Source: an optimization exercise on an open RTL-to-GDS flow (aim: small area, a short achievable clock period and few clock cycles). Production flows keep margins and buffers that such runs may drop.
The RTL was checked by simulation tests, not by an equivalence proof against the original design.

Setup of v46:
==> flow/design.v (excerpt) <==
module multi_cpu_core(
	clk,         
	rst,         
	mem_addr,    
	mem_we,      
	mem_wdata,   
	mem_rdata,   
	dbg_addr,    
	dbg_data     
);
Size in the first run: about 110 I/O pins, roughly 57000 um2 of cells after synthesis.
Settings: LEC_CHECK=0, CAP_MARGIN=20, CORE_MARGIN=2, CORE_UTILIZATION=62, CTS_CLUSTER_DIAMETER=90, CTS_CLUSTER_SIZE=24, PLACE_DENSITY=0.72, SETUP_SLACK_MARGIN=3.0, SLEW_MARGIN=20, SYNTH_HIERARCHICAL=1; clock period 8.0 ns.
standard.sh (not shown) runs the stock make flow with config.mk's settings and CLKGATE_MAP_FILE= SYNTH_SCRIPT=/design/flow/synth_recipe.tcl, a recipe that flattens the netlist after the stock synthesis.
==> flow/flow/run.sh <==
#!/bin/bash
# The standard layout (standard.sh: ORFS synthesis through finish), with
# one change: the buffers buffer_ports puts on every input and output port
# are sky130_fd_sc_hd__buf_1 cells instead of the default pick (a clkdlybuf4s
# delay cell, which repair cannot resize into a fast buffer).
# All tool output goes to standard.log here; ORFS keeps its per-step logs
# under orfs/logs/.
set -euo pipefail
export BUFFER_PORTS_ARGS="-buffer_cell sky130_fd_sc_hd__buf_1"
bash standard.sh > standard.log 2>&1
v46: done, clean on timing, DRC and antenna
Testbench counts of v46, summed over its fixed seeds: cycles 36,474.
The following lists how v41 was set up differently from v46:
# v46
export LEC_CHECK = 0
export CAP_MARGIN = 20
export CORE_MARGIN = 2
export CORE_UTILIZATION = 62
export CTS_CLUSTER_DIAMETER = 90
export CTS_CLUSTER_SIZE = 24
export PLACE_DENSITY = 0.72
export SETUP_SLACK_MARGIN = 3.0
export SLEW_MARGIN = 20
export SYNTH_HIERARCHICAL = 1
create_clock -name core_clock -period 8.0 [get_ports {clk}]
# v41
export LEC_CHECK = 0
export CAP_MARGIN = 20
export CORE_MARGIN = 2
export CORE_UTILIZATION = 66
export CTS_CLUSTER_DIAMETER = 90
export CTS_CLUSTER_SIZE = 24
export PLACE_DENSITY = 0.76
export SETUP_SLACK_MARGIN = 3.0
export SLEW_MARGIN = 20
export SYNTH_HIERARCHICAL = 1
export TNS_END_PERCENT = 10
create_clock -name core_clock -period 8.0 [get_ports {clk}]
- v41 completed end to end with timing, DRC and antenna clean.
- First-pass iteration count of the detailed router: v41 vs v46 up 9
- Diff v46 -> v41 | worst hold slack | decrease of 0.012 ns
- Sort v41 and v46 by number of buffers inserted during clock tree synthesis, descending, and v46 comes first.
- Non-clock buffer count (lower): v46
- Changes observed in v41 relative to v46: share of cells above drive strength 1 fell by 0.98 points; number of combinational gates with multiple inputs did not really move; starting utilization of the core area went up 3.8 points; wire length of the first global-routing pass went down.
- Comparing v41 and v46, die area is higher on v46.
- The clock latency reported for the late side of the worst-skew pair in v41 was lower than what v46 gave.
- Sort v41 and v46 by part of the cycle the worst path needs, descending, and v41 comes first.
Changes in v37 relative to v41:
# v41
export LEC_CHECK = 0
export CAP_MARGIN = 20
export CORE_MARGIN = 2
export CORE_UTILIZATION = 66
export CTS_CLUSTER_DIAMETER = 90
export CTS_CLUSTER_SIZE = 24
export PLACE_DENSITY = 0.76
export SETUP_SLACK_MARGIN = 3.0
export SLEW_MARGIN = 20
export SYNTH_HIERARCHICAL = 1
export TNS_END_PERCENT = 10
create_clock -name core_clock -period 8.0 [get_ports {clk}]
# v37
export LEC_CHECK = 0
export CAP_MARGIN = 20
export CORE_MARGIN = 2
export CORE_UTILIZATION = 62
export CTS_CLUSTER_DIAMETER = 80
export CTS_CLUSTER_SIZE = 20
export PLACE_DENSITY = 0.72
export SETUP_SLACK_MARGIN = 3.0
export SLEW_MARGIN = 20
export SYNTH_HIERARCHICAL = 1
export TNS_END_PERCENT = 10
create_clock -name core_clock -period 8.0 [get_ports {clk}]
diff --git a/flow/flow/run.sh b/flow/flow/run.sh
--- a/flow/flow/run.sh
+++ b/flow/flow/run.sh
@@ -4 +4 @@
-# are sky130_fd_sc_hd__buf_1 cells instead of the default pick (a clkdlybuf4s
+# are sky130_fd_sc_hd__buf_4 cells instead of the default pick (a clkdlybuf4s
@@ -9 +9 @@
-export BUFFER_PORTS_ARGS="-buffer_cell sky130_fd_sc_hd__buf_1"
+export BUFFER_PORTS_ARGS="-buffer_cell sky130_fd_sc_hd__buf_4"
==> comparison <==
On setup slack: between v37 and v41, it ends up higher for v37. Delta (v37 minus v41): area added between synthesis and finish went up; area inside the core boundary went up; utilization went down. NOTE cell area v41->v37 increased slightly. Between v37 and v41, period utilization is higher for v41, v37 comes in under that. Fraction of area in non-clock buffers: v41 vs v37, no meaningful difference. Against v41 as the reference, v37 delivers a lower total area of multi-input combinational cells. Re clock net sink count: no difference whatsoever between v37 and v41.
Input changes introduced in v3 (baseline for comparison: v37):
# v37
export LEC_CHECK = 0
export CAP_MARGIN = 20
export CORE_MARGIN = 2
export CORE_UTILIZATION = 62
export CTS_CLUSTER_DIAMETER = 80
export CTS_CLUSTER_SIZE = 20
export PLACE_DENSITY = 0.72
export SETUP_SLACK_MARGIN = 3.0
export SLEW_MARGIN = 20
export SYNTH_HIERARCHICAL = 1
export TNS_END_PERCENT = 10
create_clock -name core_clock -period 8.0 [get_ports {clk}]
# v3
export LEC_CHECK = 0
export CAP_MARGIN = 20
export CORE_MARGIN = 2
export CORE_UTILIZATION = 62
export CTS_CLUSTER_DIAMETER = 90
export CTS_CLUSTER_SIZE = 24
export PLACE_DENSITY = 0.72
export SETUP_SLACK_MARGIN = 3.0
export SLEW_MARGIN = 20
export SYNTH_HIERARCHICAL = 1
export TNS_END_PERCENT = 10
create_clock -name core_clock -period 8.0 [get_ports {clk}]
diff --git a/flow/flow/run.sh b/flow/flow/run.sh
--- a/flow/flow/run.sh
+++ b/flow/flow/run.sh
@@ -4 +4 @@
-# are sky130_fd_sc_hd__buf_4 cells instead of the default pick (a clkdlybuf4s
+# are sky130_fd_sc_hd__buf_1 cells instead of the default pick (a clkdlybuf4s
@@ -9 +9 @@
-export BUFFER_PORTS_ARGS="-buffer_cell sky130_fd_sc_hd__buf_4"
+export BUFFER_PORTS_ARGS="-buffer_cell sky130_fd_sc_hd__buf_1"
[summary]
- In the tables for v3 and v37, worst-case headroom to the max-slew limit reads lower with v37.
- When the final numbers for v3 and v37 were put side by side, the count of vias placed by the detailed router turned out to be greater in v3.
- Clock period minus final worst setup slack, v3 and v37: smaller value in v37
- The flow did not stop early for v3: all stages ran, and the layout cleared the timing, design-rule and antenna checks.
- Status: final HPWL from detailed placement parity (v37, v3)
- On net total in the final layout, v37 tracks v3 almost exactly.
- The count of fill cells added during filler insertion in v3 was lower than what v37 gave.
- The data-path buffer share of cell area in the final layout in v3 sits 0.59 points below the value recorded for v37.
- Compared with v37, v3 shows register-to-register slack higher by 0.08 ns.

==> port drivers added, routing unchanged <==
No port has a modelled driver above. Below, the same layouts with a new extraction and two added sets of constraints. Step 1: set_driving_cell puts a clkbuf_16 on clk and a buf_2 on each other input, an assumption about the parent block. Step 2 times the ports against the registers' clock, not the clock port: input delays grow and output delays shrink by t, the midpoint of the rising clock arrivals with the driver on. Slacks: ideal ports / drivers / drivers and shift; pairs: ideal ports / drivers.
run	t, ns	slack for setup (ns)	worst setup path after step 2	latest minus earliest clock arrival (ns)
v46	0.828	2.757 / 2.709 / 2.709	input to output	0.077 / 0.076
v41	0.780	2.619 / 2.558 / 2.558	input to output	0.054 / 0.054
v37	0.754	2.764 / 2.732 / 2.732	input to output	0.035 / 0.035
v3	0.828	2.750 / 2.712 / 2.712	input to output	0.077 / 0.077
After both steps setup and hold are still met in every run listed. The setup slack of v41, which loses most, moves by -0.061 ns with the drivers and by -0.061 ns with both steps.
